This is an optimization exercise on Yosys and OpenROAD, whose aim is small area, not a production implementation.
Only simulation tests tie the RTL to the original design; equivalence was not proved.

$ cat design/flow/flow/run.sh
#!/bin/bash
# Own layout flow: the standard synthesis, then the combinational logic between the
# registers and full adders is re-mapped with an area-oriented ABC script, then the standard flow's
# standard layout (floorplan .. finish) runs on that netlist. fapol.py first picks the
# polarity of each full adder cell so that fewer inverters are needed around them. Registers are untouched.
set -euo pipefail
WORK=$(pwd)
R=$WORK/orfs/results/${FLOW_PLATFORM}/snn_fpga_top/base
LIB=$FLOW_HOME/platforms/${FLOW_PLATFORM}/lib/sky130_fd_sc_hd__tt_025C_1v80.lib
YOSYS=$(command -v yosys || echo "$FLOW_HOME/../tools/install/yosys/bin/yosys")

bash standard.sh synth > "$WORK/flow_synth.log" 2>&1

cp "$R/1_2_yosys.v" "$WORK/std_synth.v"
python3 "$WORK/flow/fapol.py" "$WORK/std_synth.v" "$WORK/fapol.v" > "$WORK/flow_fapol.log" 2>&1
sed -e "s#@LIB@#$LIB#g" -e "s#@IN@#$WORK/fapol.v#g" -e "s#@OUT@#$WORK/resyn.v#g" \
    -e "s#@TOP@#${FLOW_TOP}#g" -e "s#@SCRIPT@#$WORK/flow/resyn.abc#g" "$WORK/flow/resyn.ys" > "$WORK/resyn_run.ys"
"$YOSYS" -s "$WORK/resyn_run.ys" > "$WORK/flow_resyn.log" 2>&1

# the re-mapped netlist must hold only library cells
if grep -q '^ *\\\$\|^ *\$\|assign .*[~&|^]' "$WORK/resyn.v"; then
    echo "re-mapped netlist has unmapped logic" >&2
    exit 1
fi

# hand the re-mapped netlist to the standard flow
cp "$WORK/resyn.v" "$R/1_2_yosys.v"
rm -f "$R/1_synth.odb"
touch "$R/1_2_yosys.v"
# clock tree: larger sink clusters and no dummy loads (fewer, still balanced, clock buffers);
# ports are buffered as in the standard flow, with the smallest buffer
bash standard.sh finish \
    "CTS_ARGS=-sink_clustering_enable -repair_clock_nets -dont_use_dummy_load -sink_clustering_size 27 -sink_clustering_max_diameter 70" \
    "BUFFER_PORTS_ARGS=-buffer_cell sky130_fd_sc_hd__buf_1" \
    > "$WORK/flow_layout.log" 2>&1
$ cat design/flow/standard.sh
#!/bin/bash
# synth_recipe.tcl (not shown) runs the flow's synth.tcl, then flattens the netlist and writes it again
# the make line also repeats each setting of config.mk as NAME=value (left out here)
make -C /OpenROAD-flow-scripts/flow DESIGN_CONFIG=/design/flow/config.mk WORK_HOME=/design/flow/orfs CLKGATE_MAP_FILE= SYNTH_SCRIPT=/design/flow/synth_recipe.tcl "${@:-finish}"
$ cat design/flow/design.v
module snn_fpga_top (
    input wire clk,
    input wire rst_n,
    input wire [31:0] host_addr,
    input wire [31:0] host_data_in,
    output reg [31:0] host_data_out,
    input wire host_write_en,
    input wire host_read_en,
    input wire start_compute,
    output wire compute_done,
    input wire [63:0] pixel_buffer,     
    output reg [79:0] result_buffer     
);
    reg [79:0] spike_counts;
    wire [9:0] output_spikes;
    wire w1_wr_en = host_write_en && (host_addr[13:12] == 2'b01);
    wire w2_wr_en = host_write_en && (host_addr[13:12] == 2'b10);
    snn_computation_core snn_core (
        .clk(clk),
        .rst_n(rst_n),
        .start_compute(start_compute),
        .input_data(pixel_buffer),
        .w1_wr_en(w1_wr_en),
        .w2_wr_en(w2_wr_en),
        .wr_post(host_addr[9:6]),
        .wr_pre(host_addr[5:2]),
        .wr_data(host_data_in[7:0]),
        .output_spikes(output_spikes),
        .compute_done(compute_done)
    );
    integer i;
    always @(posedge clk or negedge rst_n) begin
        if (!rst_n) begin
            spike_counts <= 80'h0;
            result_buffer <= 80'h0;
        end else if (compute_done) begin
            result_buffer <= spike_counts;
            spike_counts <= 80'h0;
        end else if (start_compute) begin
            for (i = 0; i < 10; i = i + 1)
                spike_counts[8*i +: 8] <= spike_counts[8*i +: 8] + {7'd0, output_spikes[i]};
        end
    end
    reg [7:0] rd_byte;
    always @(*) begin
        case (host_addr[7:0])
            8'h04: rd_byte = result_buffer[7:0];
            8'h08: rd_byte = result_buffer[15:8];
            8'h0C: rd_byte = result_buffer[23:16];
            8'h10: rd_byte = result_buffer[31:24];
            8'h14: rd_byte = result_buffer[39:32];
            8'h18: rd_byte = result_buffer[47:40];
            8'h1C: rd_byte = result_buffer[55:48];
            8'h20: rd_byte = result_buffer[63:56];
            8'h24: rd_byte = result_buffer[71:64];
            8'h28: rd_byte = result_buffer[79:72];
            default: rd_byte = 8'h0;
        endcase
    end
    reg [8:0] rd_q;
    always @(posedge clk or negedge rst_n) begin
        if (!rst_n) begin
            rd_q <= 9'h0;
        end else if (host_read_en) begin
            rd_q <= {(host_addr[7:0] == 8'h00) & compute_done, rd_byte};
        end
    end
    always @(*) host_data_out = {22'h0, rd_q[8], 1'b0, rd_q[7:0]};
endmodule
module snn_computation_core (
    input wire clk,
    input wire rst_n,
    input wire start_compute,
    input wire [63:0] input_data,
    input wire w1_wr_en,
    input wire w2_wr_en,
    input wire [3:0] wr_post,
    input wire [3:0] wr_pre,
    input wire [7:0] wr_data,
    output wire [9:0] output_spikes,
    output reg compute_done
);
    reg [6:0] time_step;
    wire step_lt = (time_step < 7'd100);
    always @(posedge clk or negedge rst_n) begin
        if (!rst_n) begin
            time_step <= 7'd0;
            compute_done <= 1'b0;
        end else if (start_compute) begin
            if (step_lt) begin
                time_step <= time_step + 7'd1;
                compute_done <= 1'b0;
            end else begin
                time_step <= 7'd0;
                compute_done <= 1'b1;
            end
        end
    end
    wire step = start_compute & step_lt;
    reg primed;
    always @(posedge clk or negedge rst_n) begin
        if (!rst_n)
            primed <= 1'b0;
        else
            primed <= 1'b1;
    end
    wire neuron_step = step & primed;
    wire [7:0] input_spikes;
    wire [7:0] hidden_spikes;
    wire [63:0] hidden_currents;    
    wire [109:0] output_currents;   
    spike_encoder #(.INPUT_SIZE(8)) encoder (
        .clk(clk),
        .rst_n(rst_n),
        .pixel_data(input_data),
        .pixel_valid(start_compute && time_step == 7'd0),
        .spike_out(input_spikes)
    );
    synapse_matrix #(
        .POST_NEURONS(8),
        .OUT_LAYER(0),
        .CW(8)
    ) input_hidden_synapses (
        .clk(clk),
        .rst_n(rst_n),
        .weight_update_enable(step),
        .pre_spikes(input_spikes),
        .post_spikes(hidden_spikes),
        .wr_en(w1_wr_en),
        .wr_post(wr_post),
        .wr_pre(wr_pre),
        .wr_data(wr_data),
        .post_currents(hidden_currents)
    );
    genvar h;
    generate
        for (h = 0; h < 8; h = h + 1) begin : hidden_neurons
            neuron_lif_improved #(.W(11), .IW(8), .LW(5)) hidden_neuron (
                .clk(clk),
                .rst_n(rst_n),
                .enable(neuron_step),
                .input_current(hidden_currents[8*h +: 8]),
                .spike(hidden_spikes[h])
            );
        end
    endgenerate
    synapse_matrix #(
        .POST_NEURONS(10),
        .OUT_LAYER(1),
        .CW(11)
    ) hidden_output_synapses (
        .clk(clk),
        .rst_n(rst_n),
        .weight_update_enable(step),
        .pre_spikes(hidden_spikes),
        .post_spikes(output_spikes),
        .wr_en(w2_wr_en),
        .wr_post(wr_post),
        .wr_pre(wr_pre),
        .wr_data(wr_data),
        .post_currents(output_currents)
    );
    genvar o;
    generate
        for (o = 0; o < 10; o = o + 1) begin : output_neurons
            neuron_lif_improved #(.W(13), .IW(11), .LW(8)) output_neuron (
                .clk(clk),
                .rst_n(rst_n),
                .enable(neuron_step),
                .input_current(output_currents[11*o +: 11]),
                .spike(output_spikes[o])
            );
        end
    endgenerate
endmodule
module spike_encoder #(
    parameter INPUT_SIZE = 8
)(
    input wire clk,
    input wire rst_n,
    input wire [8*INPUT_SIZE-1:0] pixel_data,       
    input wire pixel_valid,                         
    output reg [INPUT_SIZE-1:0] spike_out           
);
    reg [8*INPUT_SIZE-1:0] firing_thresholds;
    reg [15:0] lfsr;
    always @(posedge clk or negedge rst_n) begin
        if (!rst_n)
            lfsr <= 16'hACE1;
        else
            lfsr <= {lfsr[14:0], lfsr[15] ^ lfsr[13] ^ lfsr[12] ^ lfsr[10]};
    end
    wire [7:0] nr = ~lfsr[7:0];
    always @(posedge clk or negedge rst_n) begin
        if (!rst_n)
            firing_thresholds <= 0;
        else if (pixel_valid)
            firing_thresholds <= ~pixel_data;
    end
    genvar i, j;
    generate
        for (i = 0; i < INPUT_SIZE; i = i + 1) begin : cmp
            wire [7:0] t = firing_thresholds[8*i +: 8];
            wire [8:0] c;
            assign c[0] = 1'b0;
            for (j = 0; j < 8; j = j + 1) begin : ch
                assign c[j+1] = (t[j] & nr[j]) | (c[j] & (t[j] | nr[j]));
            end
            always @(posedge clk or negedge rst_n) begin
                if (!rst_n)
                    spike_out[i] <= 1'b0;
                else
                    spike_out[i] <= c[8];
            end
        end
    endgenerate
endmodule
module synapse_matrix #(
    parameter POST_NEURONS = 8,
    parameter OUT_LAYER = 0,          
    parameter CW = 8                  
)(
    input wire clk,
    input wire rst_n,
    input wire weight_update_enable,
    input wire [7:0] pre_spikes,
    input wire [POST_NEURONS-1:0] post_spikes,
    input wire wr_en,
    input wire [3:0] wr_post,
    input wire [3:0] wr_pre,
    input wire [7:0] wr_data,
    output wire [CW*POST_NEURONS-1:0] post_currents
);
    wire col_ok = wr_en & ~wr_pre[3];
    genvar i, k, b;
    generate
        for (i = 0; i < POST_NEURONS; i = i + 1) begin : post_neurons
            reg [63:0] wreg;         
            reg [CW-1:0] current_sum;
            wire [63:0] terms;
            wire row_wr = col_ok & (wr_post == i);
            wire rq  = weight_update_enable & post_spikes[i];
            wire rnq = weight_update_enable & ~post_spikes[i];
            for (k = 0; k < 8; k = k + 1) begin : syn
                wire [7:0] w = ~wreg[8*k +: 8];
                wire p = pre_spikes[k];
                assign terms[8*k +: 8] = w & {8{p}};
                wire ws = row_wr & (wr_pre[2:0] == k);
                wire hi_ones = &w[7:3];
                wire hi_zero = ~|w[7:3];
                wire inc_ok = ~(hi_ones & (w[2] | w[1]));   
                wire dec_ok = ~hi_zero | (w[2] & w[1]);     
                wire a5 = p & ((rq & inc_ok) | (rnq & dec_ok));
                wire a2 = ~p & rq & inc_ok;
                wire m  = p & rnq & dec_ok;
                wire [7:0] d = {m, m, m, m, m, a5, a2, a5};
                wire [8:0] c;
                wire [7:0] upd;
                assign c[0] = 1'b0;
                for (b = 0; b < 8; b = b + 1) begin : fa
                    assign upd[b] = w[b] ^ d[b] ^ c[b];
                    assign c[b+1] = (w[b] & d[b]) | (w[b] & c[b]) | (d[b] & c[b]);
                end
                always @(posedge clk or negedge rst_n) begin
                    if (!rst_n)
                        wreg[8*k +: 8] <= 8'h7f;                 
                    else if (ws)
                        wreg[8*k +: 8] <= ~wr_data;
                    else
                        wreg[8*k +: 8] <= ~upd;
                end
            end
            wire [CW-1:0] sum;
            if (OUT_LAYER) begin : so
                csa_sum_out add (.x(terms), .s(sum));
            end else begin : sh
                csa_sum_hid add (.x(terms), .s(sum));
            end
            always @(posedge clk)
                current_sum <= sum;
            assign post_currents[CW*i +: CW] = current_sum;
        end
    endgenerate
endmodule
module csa_sum_hid (
    input wire [63:0] x,
    output wire [7:0] s
);
    wire s0 = x[0] ^ x[8] ^ x[16];
    wire c0 = (x[0] & x[8]) | (x[0] & x[16]) | (x[8] & x[16]);
    wire s1 = x[24] ^ x[32] ^ x[40];
    wire c1 = (x[24] & x[32]) | (x[24] & x[40]) | (x[32] & x[40]);
    wire s2 = x[48] ^ x[56] ^ s0;
    wire c2 = (x[48] & x[56]) | (x[48] & s0) | (x[56] & s0);
    wire s3 = s1 ^ s2;
    wire c3 = s1 & s2;
    wire s4 = x[1] ^ x[9] ^ x[17];
    wire c4 = (x[1] & x[9]) | (x[1] & x[17]) | (x[9] & x[17]);
    wire s5 = x[25] ^ x[33] ^ x[41];
    wire c5 = (x[25] & x[33]) | (x[25] & x[41]) | (x[33] & x[41]);
    wire s6 = x[49] ^ x[57] ^ c0;
    wire c6 = (x[49] & x[57]) | (x[49] & c0) | (x[57] & c0);
    wire s7 = c1 ^ s4 ^ s5;
    wire c7 = (c1 & s4) | (c1 & s5) | (s4 & s5);
    wire s8 = c2 ^ s6 ^ s7;
    wire c8 = (c2 & s6) | (c2 & s7) | (s6 & s7);
    wire s9 = c3 ^ s8;
    wire c9 = c3 & s8;
    wire s10 = x[2] ^ x[10] ^ x[18];
    wire c10 = (x[2] & x[10]) | (x[2] & x[18]) | (x[10] & x[18]);
    wire s11 = x[26] ^ x[34] ^ x[42];
    wire c11 = (x[26] & x[34]) | (x[26] & x[42]) | (x[34] & x[42]);
    wire s12 = x[50] ^ x[58] ^ c4;
    wire c12 = (x[50] & x[58]) | (x[50] & c4) | (x[58] & c4);
    wire s13 = c5 ^ s10 ^ s11;
    wire c13 = (c5 & s10) | (c5 & s11) | (s10 & s11);
    wire s14 = c6 ^ c7 ^ s12;
    wire c14 = (c6 & c7) | (c6 & s12) | (c7 & s12);
    wire s15 = s13 ^ c8 ^ s14;
    wire c15 = (s13 & c8) | (s13 & s14) | (c8 & s14);
    wire s16 = c9 ^ s15;
    wire c16 = c9 & s15;
    wire s17 = x[3] ^ x[11] ^ x[19];
    wire c17 = (x[3] & x[11]) | (x[3] & x[19]) | (x[11] & x[19]);
    wire s18 = x[27] ^ x[35] ^ x[43];
    wire c18 = (x[27] & x[35]) | (x[27] & x[43]) | (x[35] & x[43]);
    wire s19 = x[51] ^ x[59] ^ c10;
    wire c19 = (x[51] & x[59]) | (x[51] & c10) | (x[59] & c10);
    wire s20 = c11 ^ s17 ^ s18;
    wire c20 = (c11 & s17) | (c11 & s18) | (s17 & s18);
    wire s21 = c12 ^ c13 ^ s19;
    wire c21 = (c12 & c13) | (c12 & s19) | (c13 & s19);
    wire s22 = s20 ^ c14 ^ s21;
    wire c22 = (s20 & c14) | (s20 & s21) | (c14 & s21);
    wire s23 = c15 ^ s22 ^ c16;
    wire c23 = (c15 & s22) | (c15 & c16) | (s22 & c16);
    wire s24 = x[4] ^ x[12] ^ x[20];
    wire c24 = (x[4] & x[12]) | (x[4] & x[20]) | (x[12] & x[20]);
    wire s25 = x[28] ^ x[36] ^ x[44];
    wire c25 = (x[28] & x[36]) | (x[28] & x[44]) | (x[36] & x[44]);
    wire s26 = x[52] ^ x[60] ^ c17;
    wire c26 = (x[52] & x[60]) | (x[52] & c17) | (x[60] & c17);
    wire s27 = c18 ^ s24 ^ s25;
    wire c27 = (c18 & s24) | (c18 & s25) | (s24 & s25);
    wire s28 = c19 ^ c20 ^ s26;
    wire c28 = (c19 & c20) | (c19 & s26) | (c20 & s26);
    wire s29 = s27 ^ c21 ^ s28;
    wire c29 = (s27 & c21) | (s27 & s28) | (c21 & s28);
    wire s30 = c22 ^ s29 ^ c23;
    wire c30 = (c22 & s29) | (c22 & c23) | (s29 & c23);
    wire s31 = x[5] ^ x[13] ^ x[21];
    wire c31 = (x[5] & x[13]) | (x[5] & x[21]) | (x[13] & x[21]);
    wire s32 = x[29] ^ x[37] ^ x[45];
    wire c32 = (x[29] & x[37]) | (x[29] & x[45]) | (x[37] & x[45]);
    wire s33 = x[53] ^ x[61] ^ c24;
    wire c33 = (x[53] & x[61]) | (x[53] & c24) | (x[61] & c24);
    wire s34 = c25 ^ s31 ^ s32;
    wire c34 = (c25 & s31) | (c25 & s32) | (s31 & s32);
    wire s35 = c26 ^ c27 ^ s33;
    wire c35 = (c26 & c27) | (c26 & s33) | (c27 & s33);
    wire s36 = s34 ^ c28 ^ s35;
    wire c36 = (s34 & c28) | (s34 & s35) | (c28 & s35);
    wire s37 = c29 ^ s36 ^ c30;
    wire c37 = (c29 & s36) | (c29 & c30) | (s36 & c30);
    wire s38 = x[6] ^ x[14] ^ x[22];
    wire c38 = (x[6] & x[14]) | (x[6] & x[22]) | (x[14] & x[22]);
    wire s39 = x[30] ^ x[38] ^ x[46];
    wire c39 = (x[30] & x[38]) | (x[30] & x[46]) | (x[38] & x[46]);
    wire s40 = x[54] ^ x[62] ^ c31;
    wire c40 = (x[54] & x[62]) | (x[54] & c31) | (x[62] & c31);
    wire s41 = c32 ^ s38 ^ s39;
    wire c41 = (c32 & s38) | (c32 & s39) | (s38 & s39);
    wire s42 = c33 ^ c34 ^ s40;
    wire c42 = (c33 & c34) | (c33 & s40) | (c34 & s40);
    wire s43 = s41 ^ c35 ^ s42;
    wire c43 = (s41 & c35) | (s41 & s42) | (c35 & s42);
    wire s44 = c36 ^ s43 ^ c37;
    wire c44 = (c36 & s43) | (c36 & c37) | (s43 & c37);
    wire s45 = x[7] ^ x[15] ^ x[23];
    wire c45 = (x[7] & x[15]) | (x[7] & x[23]) | (x[15] & x[23]);
    wire s46 = x[31] ^ x[39] ^ x[47];
    wire c46 = (x[31] & x[39]) | (x[31] & x[47]) | (x[39] & x[47]);
    wire s47 = x[55] ^ x[63] ^ c38;
    wire c47 = (x[55] & x[63]) | (x[55] & c38) | (x[63] & c38);
    wire s48 = c39 ^ s45 ^ s46;
    wire c48 = (c39 & s45) | (c39 & s46) | (s45 & s46);
    wire s49 = c40 ^ c41 ^ s47;
    wire c49 = (c40 & c41) | (c40 & s47) | (c41 & s47);
    wire s50 = s48 ^ c42 ^ s49;
    wire c50 = (s48 & c42) | (s48 & s49) | (c42 & s49);
    wire s51 = c43 ^ s50 ^ c44;
    wire c51 = (c43 & s50) | (c43 & c44) | (s50 & c44);
    wire s52 = c45 ^ c46 ^ c47;
    wire c52 = (c45 & c46) | (c45 & c47) | (c46 & c47);
    wire s53 = c48 ^ c49 ^ s52;
    wire c53 = (c48 & c49) | (c48 & s52) | (c49 & s52);
    wire s54 = c50 ^ s53 ^ c51;
    wire c54 = (c50 & s53) | (c50 & c51) | (s53 & c51);
    wire s55 = c52 ^ c53 ^ c54;
    wire c55 = (c52 & c53) | (c52 & c54) | (c53 & c54);
    assign s = {c55, s55, s54, s51, s44, s37, s30, s23};
endmodule
module csa_sum_out (
    input wire [63:0] x,
    output wire [10:0] s
);
    wire s0 = x[0] ^ x[8] ^ x[16];
    wire c0 = (x[0] & x[8]) | (x[0] & x[16]) | (x[8] & x[16]);
    wire s1 = x[24] ^ x[32] ^ x[40];
    wire c1 = (x[24] & x[32]) | (x[24] & x[40]) | (x[32] & x[40]);
    wire s2 = x[48] ^ x[56] ^ s0;
    wire c2 = (x[48] & x[56]) | (x[48] & s0) | (x[56] & s0);
    wire s3 = s1 ^ s2;
    wire c3 = s1 & s2;
    wire s4 = x[1] ^ x[9] ^ x[17];
    wire c4 = (x[1] & x[9]) | (x[1] & x[17]) | (x[9] & x[17]);
    wire s5 = x[25] ^ x[33] ^ x[41];
    wire c5 = (x[25] & x[33]) | (x[25] & x[41]) | (x[33] & x[41]);
    wire s6 = x[49] ^ x[57] ^ c0;
    wire c6 = (x[49] & x[57]) | (x[49] & c0) | (x[57] & c0);
    wire s7 = c1 ^ s4 ^ s5;
    wire c7 = (c1 & s4) | (c1 & s5) | (s4 & s5);
    wire s8 = c2 ^ s6 ^ s7;
    wire c8 = (c2 & s6) | (c2 & s7) | (s6 & s7);
    wire s9 = c3 ^ s8;
    wire c9 = c3 & s8;
    wire s10 = x[2] ^ x[10] ^ x[18];
    wire c10 = (x[2] & x[10]) | (x[2] & x[18]) | (x[10] & x[18]);
    wire s11 = x[26] ^ x[34] ^ x[42];
    wire c11 = (x[26] & x[34]) | (x[26] & x[42]) | (x[34] & x[42]);
    wire s12 = x[50] ^ x[58] ^ c4;
    wire c12 = (x[50] & x[58]) | (x[50] & c4) | (x[58] & c4);
    wire s13 = c5 ^ s10 ^ s11;
    wire c13 = (c5 & s10) | (c5 & s11) | (s10 & s11);
    wire s14 = c6 ^ c7 ^ s12;
    wire c14 = (c6 & c7) | (c6 & s12) | (c7 & s12);
    wire s15 = s13 ^ c8 ^ s14;
    wire c15 = (s13 & c8) | (s13 & s14) | (c8 & s14);
    wire s16 = c9 ^ s15;
    wire c16 = c9 & s15;
    wire s17 = x[3] ^ x[11] ^ x[19];
    wire c17 = (x[3] & x[11]) | (x[3] & x[19]) | (x[11] & x[19]);
    wire s18 = x[27] ^ x[35] ^ x[43];
    wire c18 = (x[27] & x[35]) | (x[27] & x[43]) | (x[35] & x[43]);
    wire s19 = x[51] ^ x[59] ^ c10;
    wire c19 = (x[51] & x[59]) | (x[51] & c10) | (x[59] & c10);
    wire s20 = c11 ^ s17 ^ s18;
    wire c20 = (c11 & s17) | (c11 & s18) | (s17 & s18);
    wire s21 = c12 ^ c13 ^ s19;
    wire c21 = (c12 & c13) | (c12 & s19) | (c13 & s19);
    wire s22 = s20 ^ c14 ^ s21;
    wire c22 = (s20 & c14) | (s20 & s21) | (c14 & s21);
    wire s23 = c15 ^ s22 ^ c16;
    wire c23 = (c15 & s22) | (c15 & c16) | (s22 & c16);
    wire s24 = x[4] ^ x[12] ^ x[20];
    wire c24 = (x[4] & x[12]) | (x[4] & x[20]) | (x[12] & x[20]);
    wire s25 = x[28] ^ x[36] ^ x[44];
    wire c25 = (x[28] & x[36]) | (x[28] & x[44]) | (x[36] & x[44]);
    wire s26 = x[52] ^ x[60] ^ c17;
    wire c26 = (x[52] & x[60]) | (x[52] & c17) | (x[60] & c17);
    wire s27 = c18 ^ s24 ^ s25;
    wire c27 = (c18 & s24) | (c18 & s25) | (s24 & s25);
    wire s28 = c19 ^ c20 ^ s26;
    wire c28 = (c19 & c20) | (c19 & s26) | (c20 & s26);
    wire s29 = s27 ^ c21 ^ s28;
    wire c29 = (s27 & c21) | (s27 & s28) | (c21 & s28);
    wire s30 = c22 ^ s29 ^ c23;
    wire c30 = (c22 & s29) | (c22 & c23) | (s29 & c23);
    wire s31 = x[5] ^ x[13] ^ x[21];
    wire c31 = (x[5] & x[13]) | (x[5] & x[21]) | (x[13] & x[21]);
    wire s32 = x[29] ^ x[37] ^ x[45];
    wire c32 = (x[29] & x[37]) | (x[29] & x[45]) | (x[37] & x[45]);
    wire s33 = x[53] ^ x[61] ^ c24;
    wire c33 = (x[53] & x[61]) | (x[53] & c24) | (x[61] & c24);
    wire s34 = c25 ^ s31 ^ s32;
    wire c34 = (c25 & s31) | (c25 & s32) | (s31 & s32);
    wire s35 = c26 ^ c27 ^ s33;
    wire c35 = (c26 & c27) | (c26 & s33) | (c27 & s33);
    wire s36 = s34 ^ c28 ^ s35;
    wire c36 = (s34 & c28) | (s34 & s35) | (c28 & s35);
    wire s37 = c29 ^ s36 ^ c30;
    wire c37 = (c29 & s36) | (c29 & c30) | (s36 & c30);
    wire s38 = x[6] ^ x[14] ^ x[22];
    wire c38 = (x[6] & x[14]) | (x[6] & x[22]) | (x[14] & x[22]);
    wire s39 = x[30] ^ x[38] ^ x[46];
    wire c39 = (x[30] & x[38]) | (x[30] & x[46]) | (x[38] & x[46]);
    wire s40 = x[54] ^ x[62] ^ c31;
    wire c40 = (x[54] & x[62]) | (x[54] & c31) | (x[62] & c31);
    wire s41 = c32 ^ s38 ^ s39;
    wire c41 = (c32 & s38) | (c32 & s39) | (s38 & s39);
    wire s42 = c33 ^ c34 ^ s40;
    wire c42 = (c33 & c34) | (c33 & s40) | (c34 & s40);
    wire s43 = s41 ^ c35 ^ s42;
    wire c43 = (s41 & c35) | (s41 & s42) | (c35 & s42);
    wire s44 = c36 ^ s43 ^ c37;
    wire c44 = (c36 & s43) | (c36 & c37) | (s43 & c37);
    wire s45 = x[7] ^ x[15] ^ x[23];
    wire c45 = (x[7] & x[15]) | (x[7] & x[23]) | (x[15] & x[23]);
    wire s46 = x[31] ^ x[39] ^ x[47];
    wire c46 = (x[31] & x[39]) | (x[31] & x[47]) | (x[39] & x[47]);
    wire s47 = x[55] ^ x[63] ^ c38;
    wire c47 = (x[55] & x[63]) | (x[55] & c38) | (x[63] & c38);
    wire s48 = c39 ^ s45 ^ s46;
    wire c48 = (c39 & s45) | (c39 & s46) | (s45 & s46);
    wire s49 = c40 ^ c41 ^ s47;
    wire c49 = (c40 & c41) | (c40 & s47) | (c41 & s47);
    wire s50 = s48 ^ c42 ^ s49;
    wire c50 = (s48 & c42) | (s48 & s49) | (c42 & s49);
    wire s51 = c43 ^ s50 ^ c44;
    wire c51 = (c43 & s50) | (c43 & c44) | (s50 & c44);
    wire s52 = c45 ^ c46 ^ c47;
    wire c52 = (c45 & c46) | (c45 & c47) | (c46 & c47);
    wire s53 = c48 ^ c49 ^ s52;
    wire c53 = (c48 & c49) | (c48 & s52) | (c49 & s52);
    wire s54 = c50 ^ s53 ^ c51;
    wire c54 = (c50 & s53) | (c50 & c51) | (s53 & c51);
    wire s55 = c52 ^ c53 ^ c54;
    wire c55 = (c52 & c53) | (c52 & c54) | (c53 & c54);
    assign s = {c55, s55, s54, s51, s44, s37, s30, s23, s16, s9, s3};
endmodule
module neuron_lif_improved #(
    parameter W = 13,        
    parameter IW = 11,       
    parameter LW = 8         
)(
    input wire clk,
    input wire rst_n,
    input wire enable,
    input wire [IW-1:0] input_current,
    output reg spike
);
    reg [W-1:0] d;
    reg [1:0] refractory_counter;
    wire neg = d[W-1];
    wire [W-2:0] m = d[W-2:0];
    wire [W:0] t;
    rca #(.N(W)) add_t (.a({1'b0, m}), .b({m, 1'b0}), .ci(1'b0), .s(t[W-1:0]), .co(t[W]));
    wire [W:0] u;
    rca #(.N(W+1)) add_u (.a(t), .b({4'b0, t[W:4]}), .ci(1'b0), .s(u), .co());
    wire [LW-1:0] leak_p = u[LW+5:6];
    wire [5:0] dl = d[5:0];                  
    wire [1:0] leak_n = (dl <= 6'd23) ? 2'd2 : (dl <= 6'd43) ? 2'd1 : 2'd0;
    wire [W-1:0] mterm = neg ? {{(W-2){1'b0}}, leak_n} : {{(W-LW){1'b1}}, ~leak_p};
    wire [W-1:0] e1;
    rca #(.N(W)) add_e1 (.a(d), .b(mterm), .ci(~neg), .s(e1), .co());
    wire [W-1:0] e2;
    rca #(.N(W)) add_e2 (.a(e1), .b({{(W-IW){1'b0}}, input_current}), .ci(1'b0), .s(e2), .co());
    wire fire = ~neg & (m >= 100);
    always @(posedge clk or negedge rst_n) begin
        if (!rst_n) begin
            d <= {W{1'b0}};
            spike <= 1'b0;
            refractory_counter <= 2'd0;
        end else if (enable) begin
            if (refractory_counter != 2'd0) begin
                refractory_counter <= refractory_counter - 2'd1;
                d <= -50;
                spike <= 1'b0;
            end else begin
                d <= e2;
                spike <= fire;
                if (fire)
                    refractory_counter <= 2'd2;
            end
        end
    end
endmodule
module rca #(
    parameter N = 8
)(
    input wire [N-1:0] a,
    input wire [N-1:0] b,
    input wire ci,
    output wire [N-1:0] s,
    output wire co
);
    wire [N:0] c;
    assign c[0] = ci;
    genvar j;
    generate
        for (j = 0; j < N; j = j + 1) begin : bit_
            assign s[j] = a[j] ^ b[j] ^ c[j];
            assign c[j+1] = (a[j] & b[j]) | (a[j] & c[j]) | (b[j] & c[j]);
        end
    endgenerate
    assign co = c[N];
endmodule
$ cat design/flow/constraint.sdc
create_clock -name core_clock -period 15.0 [get_ports {clk}]
set_input_delay 3.0000 -clock core_clock [delete_from_list [all_inputs] [get_ports {clk}]]
set_output_delay 3.0000 -clock core_clock [all_outputs]
set_load 0.01 [all_outputs]
$ cat design/flow/flow/resyn.ys
read_liberty -ignore_miss_func -ignore_miss_dir @LIB@
read_verilog @IN@
hierarchy -top @TOP@
# registers, full adders and tie cells stay as they are; everything else is re-mapped
setattr -mod -set keep_hierarchy 1 sky130_fd_sc_hd__df* sky130_fd_sc_hd__edf* sky130_fd_sc_hd__sdf* sky130_fd_sc_hd__sedf* sky130_fd_sc_hd__dl* sky130_fd_sc_hd__fa_* sky130_fd_sc_hd__conb_1
flatten
simplemap
opt -purge
abc -liberty @LIB@ -script @SCRIPT@ -dont_use sky130_fd_sc_hd__probe_p_8 -dont_use sky130_fd_sc_hd__probec_p_8 -dont_use sky130_fd_sc_hd__lpflow_*
setundef -zero
hilomap -singleton -hicell sky130_fd_sc_hd__conb_1 HI -locell sky130_fd_sc_hd__conb_1 LO
splitnets
opt_clean -purge
insbuf -buf sky130_fd_sc_hd__buf_4 A X
stat -liberty @LIB@
blackbox sky130_fd_sc_hd__*
write_verilog -noattr -nohex -nodec @OUT@
$ cat design/flow/flow/resyn.abc
strash
dch -f
amap
topo
$ cat design/flow/flow/fapol.py
#!/usr/bin/env python3
"""Choose the polarity of each full-adder cell in a flat netlist so that fewer inverters sit
between full adders and registers. A full adder is self-dual: FA(~a,~b,~c) = (~s, ~co), so a
cell may be replaced by the same cell on inverted inputs with its outputs inverted. This script
only rewires: a flipped cell gets '~' on its inputs and its outputs drive new nets that are
inverted back onto the old ones; the re-mapping that follows removes double inversions.
usage: fapol.py in.v out.v"""
import re, sys

src = open(sys.argv[1]).read()
cell_re = re.compile(r'^(\s*)(sky130_fd_sc_hd__\w+)\s+(\S+)\s*\((.*?)\);', re.S | re.M)
cells = []
for m in cell_re.finditer(src):
    pins = dict((p, n.strip()) for p, n in re.findall(r'\.(\w+)\(([^()]*)\)', m.group(4)))
    cells.append((m.start(), m.end(), m.group(2), m.group(3), pins))

OUTP = {'X', 'Y', 'Q', 'Q_N', 'SUM', 'COUT', 'HI', 'LO'}
drv, loads = {}, {}
for idx, (_, _, typ, name, pins) in enumerate(cells):
    for p, n in pins.items():
        if p in OUTP:
            drv[n] = (idx, p)
        else:
            loads.setdefault(n, []).append((idx, p))

def kind(idx):
    t = cells[idx][2]
    if '__fa_' in t: return 'fa'
    if '__inv_' in t or '__clkinv_' in t: return 'inv'
    if '__buf_' in t or '__clkbuf_' in t: return 'buf'
    if '__df' in t or '__edf' in t or '__sdf' in t or '__sedf' in t or '__dl' in t: return 'ff'
    return 'logic'

W_FIXED, W_LOGIC = 1.0, 0.35

def resolve_back(net):
    """follow inverters/buffers backwards: (base net, parity)"""
    par = 0
    seen = 0
    while net in drv and seen < 20:
        i, p = drv[net]
        k = kind(i)
        if k == 'inv':
            par ^= 1; net = cells[i][4]['A']
        elif k == 'buf':
            net = cells[i][4]['A']
        else:
            break
        seen += 1
    return net, par

fa = [i for i in range(len(cells)) if kind(i) == 'fa']
faset = set(fa)
# edges: (fa_in_idx or None, fa_out_idx or None, parity, weight)
edges = []
for i in fa:
    for p in ('A', 'B', 'CIN'):
        base, par = resolve_back(cells[i][4][p])
        if base in drv:
            j, _ = drv[base]
            if j in faset:
                edges.append((j, i, par, 1.0)); continue
            w = W_FIXED if kind(j) == 'ff' else W_LOGIC
        else:
            w = W_FIXED  # port or constant
        edges.append((None, i, par, w))
# fa outputs to non-fa consumers (through inverter/buffer chains)
def consumers(net, par, depth=0):
    out = []
    for (j, p) in loads.get(net, []):
        k = kind(j)
        if k == 'inv' and depth < 20:
            out += consumers(cells[j][4]['Y'], par ^ 1, depth + 1)
        elif k == 'buf' and depth < 20:
            out += consumers(cells[j][4]['X'], par, depth + 1)
        else:
            out.append((j, par))
    return out
for i in fa:
    for p in ('SUM', 'COUT'):
        n = cells[i][4].get(p)
        if n is None: continue
        for j, par in consumers(n, 0):
            if j in faset: continue   # counted from the input side
            w = W_FIXED if kind(j) == 'ff' else W_LOGIC
            edges.append((i, None, par, w))

flip = {i: 0 for i in fa}
adj = {i: [] for i in fa}
for e in edges:
    a, b, _, _ = e
    if a is not None: adj[a].append(e)
    if b is not None and b != a: adj[b].append(e)

def ecost(e):
    a, b, par, w = e
    x = par ^ (flip[a] if a is not None else 0) ^ (flip[b] if b is not None else 0)
    return w * x

def gain(i):
    before = sum(ecost(e) for e in adj[i])
    flip[i] ^= 1
    after = sum(ecost(e) for e in adj[i])
    flip[i] ^= 1
    return before - after

total0 = sum(ecost(e) for e in edges)
for it in range(50):
    changed = 0
    for i in fa:
        if gain(i) > 1e-9:
            flip[i] ^= 1; changed += 1
    if not changed: break
total1 = sum(ecost(e) for e in edges)
sys.stderr.write(f"fapol: {len(fa)} full adders, {sum(flip.values())} flipped, cost {total0:.1f} -> {total1:.1f}\n")

# rewrite
out = []
extra = []
pos = 0
k = 0
for idx, (s, e, typ, name, pins) in enumerate(cells):
    out.append(src[pos:s]); pos = e
    if idx in faset and flip[idx]:
        newpins = {}
        for p, n in pins.items():
            if p in ('A', 'B', 'CIN'):
                w = f"_fapol_{k}_"; k += 1
                extra.append(f"  wire {w};\n  assign {w} = ~{n} ;\n")
                newpins[p] = w
            else:
                w = f"_fapol_{k}_"; k += 1
                extra.append(f"  wire {w};\n  assign {n} = ~{w} ;\n")
                newpins[p] = w
        body = ",\n".join(f"    .{p}({n} )" for p, n in newpins.items())
        out.append(f"  {typ} {name} (\n{body}\n  );")
    else:
        out.append(src[s:e])
out.append(src[pos:])
res = "".join(out)
i = res.rfind("endmodule")
res = res[:i] + "".join(extra) + res[i:]
open(sys.argv[2], "w").write(res)
$ cat design/flow/config.mk
export PLATFORM = sky130hd
export DESIGN_NAME = snn_fpga_top
export DESIGN_NICKNAME = snn_fpga_top
export VERILOG_FILES = /design/flow/design.v
export SDC_FILE = /design/flow/constraint.sdc
export NUM_CORES = 4
export LEC_CHECK = 0
export CAP_MARGIN = 20
export CORE_MARGIN = 2
export CORE_UTILIZATION = 60
export SLEW_MARGIN = 20
==> flow_metrics.env, run 1 <==
export IMPL_max_freq_mhz=90.81
export IMPL_final_max_slew_violation_count=0
export IMPL_syn2layout_area_growth_pct=6.534
export IMPL_htreeDepth=4
export IMPL_cts_root_buf="clkbuf_16"
export IMPL_r2r_slack_ps=3990
export IMPL_whs_ps=364.4
export IMPL_status="timing/DRC/antenna clean"
export IMPL_crit_type="flop to flop"
export IMPL_synth_cells=13053
export IMPL_clkTransAtPathRegs_ps=90
export IMPL_cts_resized=0
export IMPL_whs_path_depth=0
export IMPL_finalSetupTns_ps=0
export IMPL_critPathMaxFanout=6
export IMPL_r2r_end="snn_core.output_neurons[5].output_neuron.d[12]$_DFFE_PN0P_"
export IMPL_cts_setup_buffers=0
export IMPL_hold_path_class="flop to flop"
export IMPL_gr_total_overflow=0
export IMPL_maxCapViolCount=0
export IMPL_antenna_found_initial=33
export IMPL_reg2regPathDepth=34
export IMPL_min_period_over_period=0.7342
export IMPL_start_util=0.6020
export IMPL_place_area_um2=141500
export IMPL_cp_start_kind="flop"
export IMPL_cts_buffers=146
export IMPL_cts_sinks=1864
export IMPL_drc_errors=0
export IMPL_syn_area_um2=136400
export IMPL_floorplan_rows=175
export IMPL_final_nets=15945
export IMPL_period_needed_ps=11010
export IMPL_slowest_stage="fa_1"
export IMPL_yosys_warnings=7
export IMPL_fin_skew_ps=67.21
export IMPL_final_hold_viol_count=0
export IMPL_drtIter0Drc=8614
export IMPL_first_pass_iters=7
export IMPL_layout_drive_gt1_share=0.1019
export IMPL_grtUsageTotal=0.3504
export IMPL_endpoint_kind="flop"
export IMPL_globalplace_congestion=0.9242
export IMPL_rr_startpoint="snn_core.output_neurons[5].output_neuron.d[1]$_DFFE_PN0P_"
export IMPL_slowest_delay_ps=580
export IMPL_io_buffers=178
export IMPL_finalSetupViolations=0
export IMPL_critPathArrivalTime_ps=11780
export IMPL_grt_pass1_wl_mm=615.1
export IMPL_avgRoutedWirePerCell_um=23.74
export IMPL_slew_limit_headroom=0.1888
export IMPL_tightest_slew_ps=1217
export IMPL_ant_nets=0
export IMPL_rsz0062_at_grt="no"
export IMPL_pin_count=246
export IMPL_finalWirelength_mm=391.4
export IMPL_stdcell_area_um2=145300
export IMPL_hpwl_mm=276.8
export IMPL_worst_hold_startpoint="snn_core.encoder.lfsr[10]$_DFF_PN1_"
export IMPL_grt_max_degree=159
export IMPL_die_h_um=480.8
export IMPL_required_ps=15770
export IMPL_cts_hold_buf=0
export IMPL_clockBufferDepth=3
export IMPL_cp_common_cell="fa_1"
export IMPL_insertion_delay_ps=850
export IMPL_grt_pass1_vias=103681
export IMPL_routed_via_density=6.090
export IMPL_tritoncts="built"
export IMPL_die_area_um2=231200
export IMPL_avgSynthCellArea_um2=10.45
export IMPL_die_x_um=480.8
export IMPL_whs_endpoint="snn_core.encoder.lfsr[11]$_DFF_PN1_"
export IMPL_vias=100419
export IMPL_core_area_um2=226600
## routing by layer
layer / wire length, um / track usage / vias up
met2: 182300 / 0.5382 / 3831
met4: 16430 / 0.1337 / 14
met1: 159900 / 0.5034 / 51614
li1: - / - / 44219
met5: 92 / 0 / -
met3: 32710 / 0.06287 / 741
## worst max path at each step
stage | endpoint | slack [ps] | cells past startpoint | start
after floorplan | snn_core.encoder.firing_thresholds[15]$_DFFE_PN0P_ | 3270 | 4 | start_compute
after global placement | snn_core.output_neurons[5].output_neuron.d[12]$_DFFE_PN0P_ | 4110 | 34 | snn_core.output_neurons[5].output_neuron.d[2]$_DFFE_PN0P_
after detailed placement | snn_core.output_neurons[5].output_neuron.d[12]$_DFFE_PN0P_ | 3970 | 34 | snn_core.output_neurons[5].output_neuron.d[2]$_DFFE_PN0P_
after CTS | snn_core.output_neurons[5].output_neuron.d[12]$_DFFE_PN0P_ | 3960 | 34 | snn_core.output_neurons[5].output_neuron.d[1]$_DFFE_PN0P_
after global routing | snn_core.output_neurons[5].output_neuron.d[12]$_DFFE_PN0P_ | 3400 | 34 | snn_core.output_neurons[5].output_neuron.d[1]$_DFFE_PN0P_
final | snn_core.output_neurons[5].output_neuron.d[12]$_DFFE_PN0P_ | 3990 | 34 | snn_core.output_neurons[5].output_neuron.d[1]$_DFFE_PN0P_
## flip-flops by register name, summed over array words and instances, names as in the netlist, 20 cells and up
register	count
snn_core.encoder.firing_thresholds	64
snn_core.input_hidden_synapses.post_neurons.wreg	512
snn_core.output_neurons.output_neuron.d	130
result_buffer	80
snn_core.output_neurons.output_neuron.refractory_counter	20
snn_core.hidden_output_synapses.post_neurons.wreg	640
snn_core.input_hidden_synapses.post_neurons.current_sum	64
snn_core.hidden_output_synapses.post_neurons.current_sum	110
spike_counts	80
snn_core.hidden_neurons.hidden_neuron.d	88
## critical path, delay by kind of cell, from the launching register on
| kind | cells | cell delay [ps] |
|---|---|---|
| AOI/OAI and AO/OA | 8 | 1790 |
| DFF | 1 | 460 |
| and+or+nand+nor | 5 | 450 |
| adders and majority gates | 19 | 8100 |
| buffers and inverters | 2 | 160 |
## through the flow
step	util	cells	setup WS [ps]
after floorplan	-	13075	3268
after global placement	0.6245	16301	4112
after detailed placement	0.6245	16301	3968
after CTS	0.6406	16447	3964
after global routing	0.6410	16459	3395
final	0.6413	16489	3987
## cell usage in the layout, fill, tap and decap left out, types with 80 or more instances in the layout
master,count
o22ai_1,119
nand2_1,595
nand3_1,122
dfstp_2,1016
clkbuf_16,146
nor2_1,3197
o21ai_0,722
nor3_1,140
or2_0,185
dfrtp_1,672
clkinv_1,1019
a211o_1,89
o211ai_1,83
fa_1,2370
buf_1,169
o41ai_1,102
a21oi_1,1500
o22a_1,80
buf_4,142
dfxtp_1,174
## final cells by class
type	instances	area, um2
Timing Repair Buffer	331	1979
Sequential cell	1864	47050
Multi-Input combinational cell	10061	84860
Clock buffer	146	3654
Tap cell	3009	3765
Fill cell	18561	81290
Antenna cell	40	100.1
Inverter	1038	3928
==> run 2, diff against run 1 <==
--- a/design/flow/design.v
+++ b/design/flow/design.v
@@ -137,3 +137,3 @@
         for (h = 0; h < 8; h = h + 1) begin : hidden_neurons
-            neuron_lif_improved #(.W(11), .IW(8), .LW(5)) hidden_neuron (
+            neuron_lif_improved #(.W(10), .IW(8), .LW(5)) hidden_neuron (
                 .clk(clk),
@@ -529,6 +529,9 @@
     input wire [IW-1:0] input_current,
-    output reg spike
+    output wire spike
 );
     reg [W-1:0] d;
-    reg [1:0] refractory_counter;
+    localparam [W-1:0] R1 = {1'b1, {(W-1){1'b0}}};           
+    localparam [W-1:0] R2 = {1'b1, {(W-2){1'b0}}, 1'b1};     
+    wire refractory = d[W-1] & ~d[W-2];
+    assign spike = refractory & d[0];
     wire neg = d[W-1];
@@ -549,17 +552,11 @@
     always @(posedge clk or negedge rst_n) begin
-        if (!rst_n) begin
+        if (!rst_n)
             d <= {W{1'b0}};
-            spike <= 1'b0;
-            refractory_counter <= 2'd0;
-        end else if (enable) begin
-            if (refractory_counter != 2'd0) begin
-                refractory_counter <= refractory_counter - 2'd1;
-                d <= -50;
-                spike <= 1'b0;
-            end else begin
+        else if (enable) begin
+            if (refractory)
+                d <= d[0] ? R1 : -50;
+            else if (fire)
+                d <= R2;
+            else
                 d <= e2;
-                spike <= fire;
-                if (fire)
-                    refractory_counter <= 2'd2;
-            end
         end
--- a/design/flow/flow/run.sh
+++ b/design/flow/flow/run.sh
@@ -15,5 +15,20 @@
 python3 "$WORK/flow/fapol.py" "$WORK/std_synth.v" "$WORK/fapol.v" > "$WORK/flow_fapol.log" 2>&1
-sed -e "s#@LIB@#$LIB#g" -e "s#@IN@#$WORK/fapol.v#g" -e "s#@OUT@#$WORK/resyn.v#g" \
-    -e "s#@TOP@#${FLOW_TOP}#g" -e "s#@SCRIPT@#$WORK/flow/resyn.abc#g" "$WORK/flow/resyn.ys" > "$WORK/resyn_run.ys"
-"$YOSYS" -s "$WORK/resyn_run.ys" > "$WORK/flow_resyn.log" 2>&1
+# re-map with a few ABC scripts and keep the smallest result
+best=""
+bestarea=""
+for abc in resyn_a.abc resyn_b.abc resyn_c.abc; do
+    tag=${abc%.abc}
+    sed -e "s#@LIB@#$LIB#g" -e "s#@IN@#$WORK/fapol.v#g" -e "s#@OUT@#$WORK/$tag.v#g" \
+        -e "s#@TOP@#${FLOW_TOP}#g" -e "s#@SCRIPT@#$WORK/flow/$abc#g" "$WORK/flow/resyn.ys" > "$WORK/${tag}_run.ys"
+    if "$YOSYS" -s "$WORK/${tag}_run.ys" > "$WORK/flow_${tag}.log" 2>&1; then
+        area=$(grep "Chip area for top module" "$WORK/flow_${tag}.log" | tail -1 | awk '{print $NF}')
+        echo "$tag $area" >> "$WORK/flow_resyn_areas.log"
+        if [[ -n "$area" ]] && { [[ -z "$bestarea" ]] || python3 -c "import sys; sys.exit(0 if $area < $bestarea else 1)"; }; then
+            best="$WORK/$tag.v"; bestarea=$area
+        fi
+    fi
+done
+[[ -n "$best" ]] || { echo "no re-mapped netlist" >&2; exit 1; }
+cp "$best" "$WORK/resyn.v"
+echo "kept $best $bestarea" >> "$WORK/flow_resyn_areas.log"
 
==> design/flow/flow/resyn_a.abc (new file) <==
strash
dch -f
amap
topo
==> design/flow/flow/resyn_b.abc (new file) <==
strash
dch -f
map -a
topo
==> design/flow/flow/resyn_c.abc (new file) <==
&get -n
&st
&dch
&nf
&put
topo
--- a/design/flow/config.mk
+++ b/design/flow/config.mk
@@ -7,5 +7,5 @@
 export LEC_CHECK = 0
-export CAP_MARGIN = 20
+export CAP_MARGIN = 10
 export CORE_MARGIN = 2
 export CORE_UTILIZATION = 60
-export SLEW_MARGIN = 20
+export SLEW_MARGIN = 10
removed: design/flow/flow/resyn.abc
==> run 2 against run 1 <==
Routed wire length grew 0.38%. Sequential share of layout area down 0.37 points. Non-clock buffer count fell by 14. Maximum frequency is 4.1% lower. Clock-buffer cell count increased by 1. Via count is 0.73% lower. Cell count shrank 2.3%. Die area fell by 2.2%. Critical path depth increased by 1. Register-to-register slack lost 470 ps. Worst setup slack worse by 470 ps. Critical path type unchanged. Critical endpoint is now snn_core.output_neurons[8].output_neuron.d[12]$_DFFE_PN0P_.
==> flow_metrics.env, run 2 <==
export IMPL_status="timing/DRC/antenna clean"
export IMPL_hold_path_class="flop to flop"
export IMPL_drtIter0Drc=9247
export IMPL_die_h_um=475.6
export IMPL_io_buffers=178
export IMPL_grt_pass1_wl_mm=610.0
export IMPL_required_ps=15650
export IMPL_synth_cells=12730
export IMPL_grt_max_degree=149
export IMPL_core_area_um2=221700
export IMPL_place_area_um2=138400
export IMPL_fin_skew_ps=76.21
export IMPL_rsz0062_at_grt="no"
export IMPL_crit_type="flop to flop"
export IMPL_pin_count=246
export IMPL_vias=99690
export IMPL_reg2regPathDepth=35
export IMPL_avgSynthCellArea_um2=10.48
export IMPL_mostFrequentLayoutCells="nor2_1 (3,233), fa_1 (2,353), a21oi_1 (1,605)"
export IMPL_top_register="snn_core.hidden_output_synapses.post_neurons.wreg"
export IMPL_first_pass_iters=6
export IMPL_multi_input_area_um2=84310
export IMPL_finalSetupViolations=0
export IMPL_syn2layout_area_growth_pct=6.558
export IMPL_slew_limit_headroom=0.1752
export IMPL_r2r_slack_ps=3520
export IMPL_antenna_found_initial=42
export IMPL_die_area_um2=226200
export IMPL_globalplace_congestion=0.9436
export IMPL_ant_nets=0
export IMPL_grt_met3_usage=0.05917
export IMPL_max_freq_mhz=87.12
export IMPL_whs_ps=358.3
export IMPL_stdcell_area_um2=142200
export IMPL_floorplan_rows=173
export IMPL_insertion_delay_ps=850
export IMPL_reg_top3="snn_core.hidden_output_synapses.post_neurons.wreg: 640 flops, snn_core.input_hidden_synapses.post_neurons.wreg: 512 flops, snn_core.output_neurons.output_neuron.d: 130 flops"
export IMPL_slowest_stage="fa_1"
export IMPL_cp_common_cell="fa_1"
export IMPL_cts_root_buf="clkbuf_16"
export IMPL_grtUsageTotal=0.3578
export IMPL_cts_hold_buf=0
export IMPL_maxCapViolCount=0
export IMPL_crit_path_end="snn_core.output_neurons[8].output_neuron.d[12]$_DFFE_PN0P_"
export IMPL_tritoncts="built"
export IMPL_busiest_layer="met2"
export IMPL_finalWirelength_mm=392.9
export IMPL_grt_pass1_vias=101853
export IMPL_routed_via_density=6.186
export IMPL_layout_drive_gt1_share=0.1034
export IMPL_endpoint_kind="flop"
export IMPL_drc_errors=0
export IMPL_final_common_cell="nor2_1"
export IMPL_die_x_um=475.6
export IMPL_start_util=0.6019
export IMPL_fillers=18163
export IMPL_final_hold_viol_count=0
export IMPL_cts_buffers=147
export IMPL_final_nets=15592
export IMPL_avgRoutedWirePerCell_um=24.38
export IMPL_clockBufferDepth=3
export IMPL_tightest_slew_ps=1233
export IMPL_grtUsageMet1=0.5153
export IMPL_period_needed_ps=11480
export IMPL_yosys_warnings=7
export IMPL_cts_sinks=1802
export IMPL_min_period_over_period=0.7652
export IMPL_largest_reg_flops=640
export IMPL_htreeDepth=4
export IMPL_hpwl_mm=279.6
export IMPL_rr_startpoint="snn_core.output_neurons[8].output_neuron.d[0]$_DFFE_PN0P_"
export IMPL_critPathMaxFanout=7
export IMPL_cts_resized=0
export IMPL_slowest_delay_ps=620
export IMPL_finalSetupTns_ps=0
export IMPL_critPathArrivalTime_ps=12120
export IMPL_syn_area_um2=133400
export IMPL_use_met2=0.5462
export IMPL_final_max_slew_violation_count=0
export IMPL_r2r_end="snn_core.output_neurons[8].output_neuron.d[12]$_DFFE_PN0P_"
export IMPL_cts_setup_buffers=0
export IMPL_register_area_um2=45500
export IMPL_critPathLaunch="snn_core.output_neurons[8].output_neuron.d[0]$_DFFE_PN0P_"
export IMPL_gr_total_overflow=0
export IMPL_cp_start_kind="flop"
export IMPL_clkTransAtPathRegs_ps=90
## run 2: worst min path at each step
stage / end / start / slack (ps) / cells past startpoint
finish: snn_core.encoder.lfsr[10]$_DFF_PN1_ / snn_core.encoder.lfsr[9]$_DFF_PN0_ / 360 / 0
global route: snn_core.encoder.lfsr[15]$_DFF_PN1_ / snn_core.encoder.lfsr[14]$_DFF_PN0_ / 370 / 0
CTS: snn_core.encoder.lfsr[10]$_DFF_PN1_ / snn_core.encoder.lfsr[9]$_DFF_PN0_ / 360 / 0
detailed placement: snn_core.encoder.lfsr[10]$_DFF_PN1_ / snn_core.encoder.lfsr[9]$_DFF_PN0_ / 340 / 0
global placement: snn_core.encoder.lfsr[15]$_DFF_PN1_ / snn_core.encoder.lfsr[14]$_DFF_PN0_ / 340 / 0
floorplan: snn_core.encoder.lfsr[9]$_DFF_PN0_ / snn_core.encoder.lfsr[8]$_DFF_PN0_ / 330 / 0
## run 2: area by class of cell
cell class / count / area share
Inverter: 803 / 0.02134
Tap cell: 2975 / 0.02618
Antenna cell: 37 / 0.0006512
Timing Repair Buffer: 317 / 0.01295
Multi-Input combinational cell: 10035 / 0.5930
Sequential cell: 1802 / 0.3200
Clock buffer: 147 / 0.02587
## run 2: routing by layer
metal	up-vias	wire [um]
met2	4098	180700
met1	51387	161300
met5	-	115
met4	14	18550
met3	772	32250
li1	43419	-
## run 2: worst max-delay path: cells and delay by family, from the launching register on
family	cells	cell delay, ps
AOI/OAI and AO/OA	10	1270
and+or+nand+nor	6	710
DFF	1	500
adders and majority gates	19	8830
## run 2: through the flow
| step | util | setup slack, ps | instances |
|---|---|---|---|
| after floorplan | - | 4054 | 12752 |
| after global placement | 0.6243 | 3523 | 15931 |
| after detailed placement | 0.6243 | 3475 | 15931 |
| after CTS | 0.6409 | 3444 | 16078 |
| after global routing | 0.6411 | 2933 | 16086 |
| final | 0.6414 | 3521 | 16116 |
==> run 3, diff against run 2 <==
--- a/design/flow/design.v
+++ b/design/flow/design.v
@@ -137,3 +137,3 @@
         for (h = 0; h < 8; h = h + 1) begin : hidden_neurons
-            neuron_lif_improved #(.W(10), .IW(8), .LW(5)) hidden_neuron (
+            neuron_lif_improved #(.W(9), .IW(8), .LW(5)) hidden_neuron (
                 .clk(clk),
@@ -165,3 +165,3 @@
         for (o = 0; o < 10; o = o + 1) begin : output_neurons
-            neuron_lif_improved #(.W(13), .IW(11), .LW(8)) output_neuron (
+            neuron_lif_improved #(.W(12), .IW(11), .LW(7)) output_neuron (
                 .clk(clk),
@@ -521,5 +521,5 @@
 module neuron_lif_improved #(
-    parameter W = 13,        
+    parameter W = 12,        
     parameter IW = 11,       
-    parameter LW = 8         
+    parameter LW = 7         
 )(
@@ -532,12 +532,12 @@
     reg [W-1:0] d;
-    localparam [W-1:0] R1 = {1'b1, {(W-1){1'b0}}};           
-    localparam [W-1:0] R2 = {1'b1, {(W-2){1'b0}}, 1'b1};     
-    wire refractory = d[W-1] & ~d[W-2];
+    localparam [W-1:0] R1 = {2'b11, {(W-2){1'b0}}};
+    localparam [W-1:0] R2 = {2'b11, {(W-3){1'b0}}, 1'b1};
+    wire refractory = d[W-1] & d[W-2] & ~d[W-3];
     assign spike = refractory & d[0];
-    wire neg = d[W-1];
-    wire [W-2:0] m = d[W-2:0];
-    wire [W:0] t;
-    rca #(.N(W)) add_t (.a({1'b0, m}), .b({m, 1'b0}), .ci(1'b0), .s(t[W-1:0]), .co(t[W]));
-    wire [W:0] u;
-    rca #(.N(W+1)) add_u (.a(t), .b({4'b0, t[W:4]}), .ci(1'b0), .s(u), .co());
+    wire neg = &d[W-1:6];
+    wire [W-1:0] m = d;
+    wire [W+1:0] t;
+    rca #(.N(W+1)) add_t (.a({1'b0, m}), .b({m, 1'b0}), .ci(1'b0), .s(t[W:0]), .co(t[W+1]));
+    wire [W+1:0] u;
+    rca #(.N(W+2)) add_u (.a(t), .b({4'b0, t[W+1:4]}), .ci(1'b0), .s(u), .co());
     wire [LW-1:0] leak_p = u[LW+5:6];
==> run 3 against run 2 <==
Largest cell class unchanged. Die area decreased by 0.55%. Synthesized area decreased by 0.56%. Register-to-register slack improved by 60 ps. Via count decreased by 1.5%. Highest routed layer unchanged. Non-clock buffer count decreased by 8. Critical path type unchanged. Flip-flop and latch count decreased by 18. First-iteration DRC count decreased by 4.7%. Synthesized cell count increased by 1.4%. Maximum frequency increased by 0.54%.
==> flow_metrics.env, run 3 <==
export IMPL_antenna_found_initial=22
export IMPL_cp_common_cell="fa_1"
export IMPL_final_nets=15736
export IMPL_htreeDepth=4
export IMPL_grt_pass1_vias=100743
export IMPL_rsz0062_at_grt="no"
export IMPL_cts_sinks=1784
export IMPL_crit_type="flop to flop"
export IMPL_required_ps=15680
export IMPL_drtIter0Drc=8817
export IMPL_final_common_cell="nor2_1"
export IMPL_largest_reg_flops=640
export IMPL_whs_ps=370.6
export IMPL_io_buffers=178
export IMPL_maxCapViolCount=0
export IMPL_tritoncts="built"
export IMPL_routed_via_density=6.043
export IMPL_insertion_delay_ps=840
export IMPL_grtUsageTotal=0.3490
export IMPL_fin_skew_ps=74.74
export IMPL_clockBufferDepth=3
export IMPL_status="timing/DRC/antenna clean"
export IMPL_tightest_slew_ps=1384
export IMPL_synth_cells=12911
export IMPL_hpwl_mm=267.3
export IMPL_finalSetupViolations=0
export IMPL_ant_nets=0
export IMPL_grt_max_degree=163
export IMPL_floorplan_rows=172
export IMPL_drc_errors=0
export IMPL_syn2layout_area_growth_pct=6.475
export IMPL_pin_count=246
export IMPL_vias=98219
export IMPL_die_h_um=474.2
export IMPL_min_period_over_period=0.7611
export IMPL_top_register="snn_core.hidden_output_synapses.post_neurons.wreg"
export IMPL_final_max_slew_violation_count=0
export IMPL_finalSetupTns_ps=0
export IMPL_max_freq_mhz=87.59
export IMPL_endpoint_kind="flop"
export IMPL_final_hold_viol_count=0
export IMPL_cts_root_buf="clkbuf_16"
export IMPL_avgSynthCellArea_um2=10.28
export IMPL_clkTransAtPathRegs_ps=80
export IMPL_critPathMaxFanout=7
export IMPL_first_pass_iters=6
export IMPL_reg_top3="snn_core.hidden_output_synapses.post_neurons.wreg: 640 flops, snn_core.input_hidden_synapses.post_neurons.wreg: 512 flops, snn_core.output_neurons.output_neuron.d: 120 flops"
export IMPL_mostFrequentLayoutCells="nor2_1 (2,364), fa_1 (2,326), nand2_1 (1,787)"
export IMPL_layout_drive_gt1_share=0.1148
export IMPL_yosys_warnings=7
export IMPL_die_x_um=474.2
export IMPL_syn_area_um2=132700
export IMPL_grt_pass1_wl_mm=596.0
export IMPL_core_area_um2=219700
export IMPL_cts_setup_buffers=0
export IMPL_utilization=0.6429
export IMPL_slew_limit_headroom=0.07418
export IMPL_critPathArrivalTime_ps=12090
export IMPL_cts_hold_buf=0
export IMPL_cts_resized=0
export IMPL_period_needed_ps=11420
export IMPL_slowest_stage="fa_1"
export IMPL_cts_buffers=145
export IMPL_gr_total_overflow=0
export IMPL_avgRoutedWirePerCell_um=23.35
export IMPL_cp_start_kind="flop"
export IMPL_start_util=0.6038
export IMPL_finalWirelength_mm=379.6
export IMPL_hold_path_class="flop to flop"
export IMPL_globalplace_congestion=0.9426
export IMPL_die_area_um2=224900
export IMPL_slowest_delay_ps=640
-- run 3: area by class of cell --
class	count	area (um2)
fill	17878	78460
multi-input combinational	10237	84010
inverter	800	3033
clock buffer	145	3628
sequential	1784	45050
timing repair buffer	309	1795
tap	2958	3701
antenna	21	52.55
-- run 3: final timing paths --
check	from	endpoint	slack, ps	depth (start not counted)
max	snn_core.output_neurons[3].output_neuron.d[1]$_DFFE_PN0P_	snn_core.output_neurons[3].output_neuron.d[11]$_DFFE_PN0P_	3580	33
min	snn_core.encoder.lfsr[5]$_DFF_PN1_	snn_core.encoder.lfsr[6]$_DFF_PN1_	370	0
max reg2reg	snn_core.output_neurons[3].output_neuron.d[1]$_DFFE_PN0P_	snn_core.output_neurons[3].output_neuron.d[11]$_DFFE_PN0P_	3580	33
min reg2reg	snn_core.encoder.lfsr[5]$_DFF_PN1_	snn_core.encoder.lfsr[6]$_DFF_PN1_	370	0
max in group asynchronous	rst_n	snn_core.hidden_neurons[0].hidden_neuron.d[4]$_DFFE_PN0P_	9700	4
min in group asynchronous	rst_n	spike_counts[2]$_DFFE_PN0P_	2190	1
-- run 3: per-layer routing --
layer | vias up | routed length, um | track usage
li1 | 43093 | - | -
met3 | 679 | 32170 | 0.06742
met1 | 50549 | 156700 | 0.4988
met4 | 14 | 14960 | 0.1302
met2 | 3884 | 175600 | 0.5360
met5 | - | 91 | 0
-- run 3: worst max-delay path, delay by kind of cell, from the launching register on --
family / cells / cell delay, ps
DFF: 1 / 460
and+or+nand+nor: 4 / 440
adders and majority gates: 20 / 9090
xor gates and xnor gates: 2 / 400
AOI/OAI and AO/OA: 6 / 790
buffers and inverters: 1 / 110
-- run 3: metrics by stage --
step	worst slack (ps)	instance area (um2)	instances
after global routing	2932	141200	16237
final	3584	141300	16254
after floorplan	4036	132800	12933
after CTS	3501	141200	16233
after detailed placement	3513	137600	16088
after global placement	3612	137600	16088
==> run 4, diff against run 3 <==
--- a/design/flow/config.mk
+++ b/design/flow/config.mk
@@ -9,3 +9,3 @@
 export CORE_MARGIN = 2
-export CORE_UTILIZATION = 60
+export CORE_UTILIZATION = 70
 export SLEW_MARGIN = 10
==> run 4 against run 3 <==
Flip-flop and latch count unchanged. Register-to-register slack about the same. Cell count down 3.0%. Clock-buffer cell count down 9. First-iteration DRC count up 12%. Utilization up 10 points. Synthesized area unchanged. Non-clock buffer count down 13. Design area down 0.64%. Maximum frequency up 0.12%.
==> flow_metrics.env, run 4 <==
export IMPL_clockBufferDepth=3
export IMPL_crit_type="flop to flop"
export IMPL_final_nets=15714
export IMPL_highest_layer="met5"
export IMPL_final_hold_viol_count=0
export IMPL_grtUsageTotal=0.4020
export IMPL_utilization=0.7466
export IMPL_layout_drive_gt1_share=0.1131
export IMPL_rsz0062_at_grt="no"
export IMPL_largest_reg_flops=640
export IMPL_routed_via_density=6.316
export IMPL_first_pass_iters=9
export IMPL_clkTransAtPathRegs_ps=100
export IMPL_slew_limit_headroom=0.1561
export IMPL_cts_root_buf="clkbuf_16"
export IMPL_cts_sinks=1784
export IMPL_wl_met2_mm=174.5
export IMPL_rr_startpoint="snn_core.output_neurons[3].output_neuron.d[1]$_DFFE_PN0P_"
export IMPL_syn_area_um2=132700
export IMPL_syn2layout_area_growth_pct=5.795
export IMPL_min_period_over_period=0.7602
export IMPL_required_ps=15710
export IMPL_antenna_found_initial=21
export IMPL_status="timing/DRC/antenna clean"
export IMPL_cts_hold_buf=0
export IMPL_worst_hold_startpoint="snn_core.encoder.lfsr[14]$_DFF_PN0_"
export IMPL_max_freq_mhz=87.70
export IMPL_tritoncts="built"
export IMPL_synth_cells=12911
export IMPL_globalplace_congestion=0.9526
export IMPL_final_common_cell="nor2_1"
export IMPL_avgSynthCellArea_um2=10.28
export IMPL_die_area_um2=193000
export IMPL_fin_skew_ps=71.41
export IMPL_start_util=0.7057
export IMPL_grt_pass1_wl_mm=589.4
export IMPL_die_h_um=439.4
export IMPL_vias=99613
export IMPL_maxCapViolCount=0
export IMPL_critPathBufInv=1
export IMPL_yosys_warnings=7
export IMPL_pin_count=246
export IMPL_gr_total_overflow=0
export IMPL_critPathArrivalTime_ps=12110
export IMPL_drc_errors=0
export IMPL_floorplan_rows=159
export IMPL_wl_met1_mm=139.8
export IMPL_grt_max_degree=156
export IMPL_reg_top3="snn_core.hidden_output_synapses.post_neurons.wreg: 640 flops, snn_core.input_hidden_synapses.post_neurons.wreg: 512 flops, snn_core.output_neurons.output_neuron.d: 120 flops"
export IMPL_insertion_delay_ps=850
export IMPL_io_buffers=178
export IMPL_tightest_slew_ps=1266
export IMPL_finalSetupTns_ps=0
export IMPL_htreeDepth=4
export IMPL_grt_pass1_vias=103618
export IMPL_hpwl_mm=261.4
export IMPL_cts_buffers=136
export IMPL_mostFrequentLayoutCells="nor2_1 (2,365), fa_1 (2,326), nand2_1 (1,787)"
export IMPL_cp_common_cell="fa_1"
export IMPL_drtIter0Drc=9837
export IMPL_slowest_delay_ps=620
export IMPL_final_max_slew_violation_count=0
[run 4: cell type report]
cell class,count,area (um2)
diodes,24,60.06
clock buffers,136,3403
fillers,13200,47630
inverters,800,3028
multi-input cells,10237,84010
flip-flops and latches,1784,45050
well taps,2495,3122
repair buffers,296,1698
[run 4: final timing paths]
kind / to / slack [ps] / depth (start not counted)
worst max-delay path: snn_core.output_neurons[3].output_neuron.d[11]$_DFFE_PN0P_ / 3600 / 33
worst min-delay path: snn_core.encoder.lfsr[15]$_DFF_PN1_ / 360 / 0
worst max register to register: snn_core.output_neurons[3].output_neuron.d[11]$_DFFE_PN0P_ / 3600 / 33
worst min register to register: snn_core.encoder.lfsr[15]$_DFF_PN1_ / 360 / 0
max in group asynchronous: snn_core.hidden_neurons[7].hidden_neuron.d[5]$_DFFE_PN0P_ / 9870 / 4
min in group asynchronous: asynchronous set/reset pin / 2170 / 1
[run 4: metrics by stage]
| stage | instances | setup WS [ps] | cell area (um2) | hold slack [ps] |
|---|---|---|---|---|
| after floorplan | 12933 | 4036 | 132800 | 331.2 |
| after global placement | 15612 | 3669 | 136900 | 339.8 |
| after detailed placement | 15612 | 3566 | 136900 | 342.3 |
| after CTS | 15748 | 3495 | 140300 | 359.1 |
| after global routing | 15752 | 2951 | 140300 | 367.7 |
| final | 15772 | 3597 | 140400 | 363.2 |
[run 4: metal layers]
layer | track usage | vias to the layer above
li1 | - | 43002
met1 | 0.5451 | 50468
met2 | 0.6211 | 5018
met3 | 0.08961 | 1111
met4 | 0.2025 | 14
met5 | 0 | -

[re-timing with driven ports]
The flow's constraints put no driver on any port. The routed layouts listed below were extracted and timed again, unchanged, in two steps.
Step 1 sets driving cells, clkbuf_16 on the clock port and buf_2 on the other inputs (assumed; they add their load-dependent delay and slew).
Step 2 adds t to the input delays and takes it off the output delays; t is the mean of the earliest and latest rising clock arrival at the registers after step 1. Input paths then give back, and output paths get back, about the clock's delay inside the block.
a / b / c = ideal / step 1 / step 2; a / b = the first two.
run	shift t [ns]	setup slack, ns	worst setup path after step 2	worst data-port slew with drivers (ns)	cell pins on the clock port's net
run 1	0.917	3.987 / 3.987 / 3.987	register to register	0.11	1
run 2	0.904	3.521 / 3.521 / 3.521	register to register	0.16	1
run 3	0.909	3.584 / 3.584 / 3.584	register to register	0.22	1
run 4	0.908	3.597 / 3.597 / 3.597	register to register	0.21	1
After both steps every run listed still meets setup and hold.
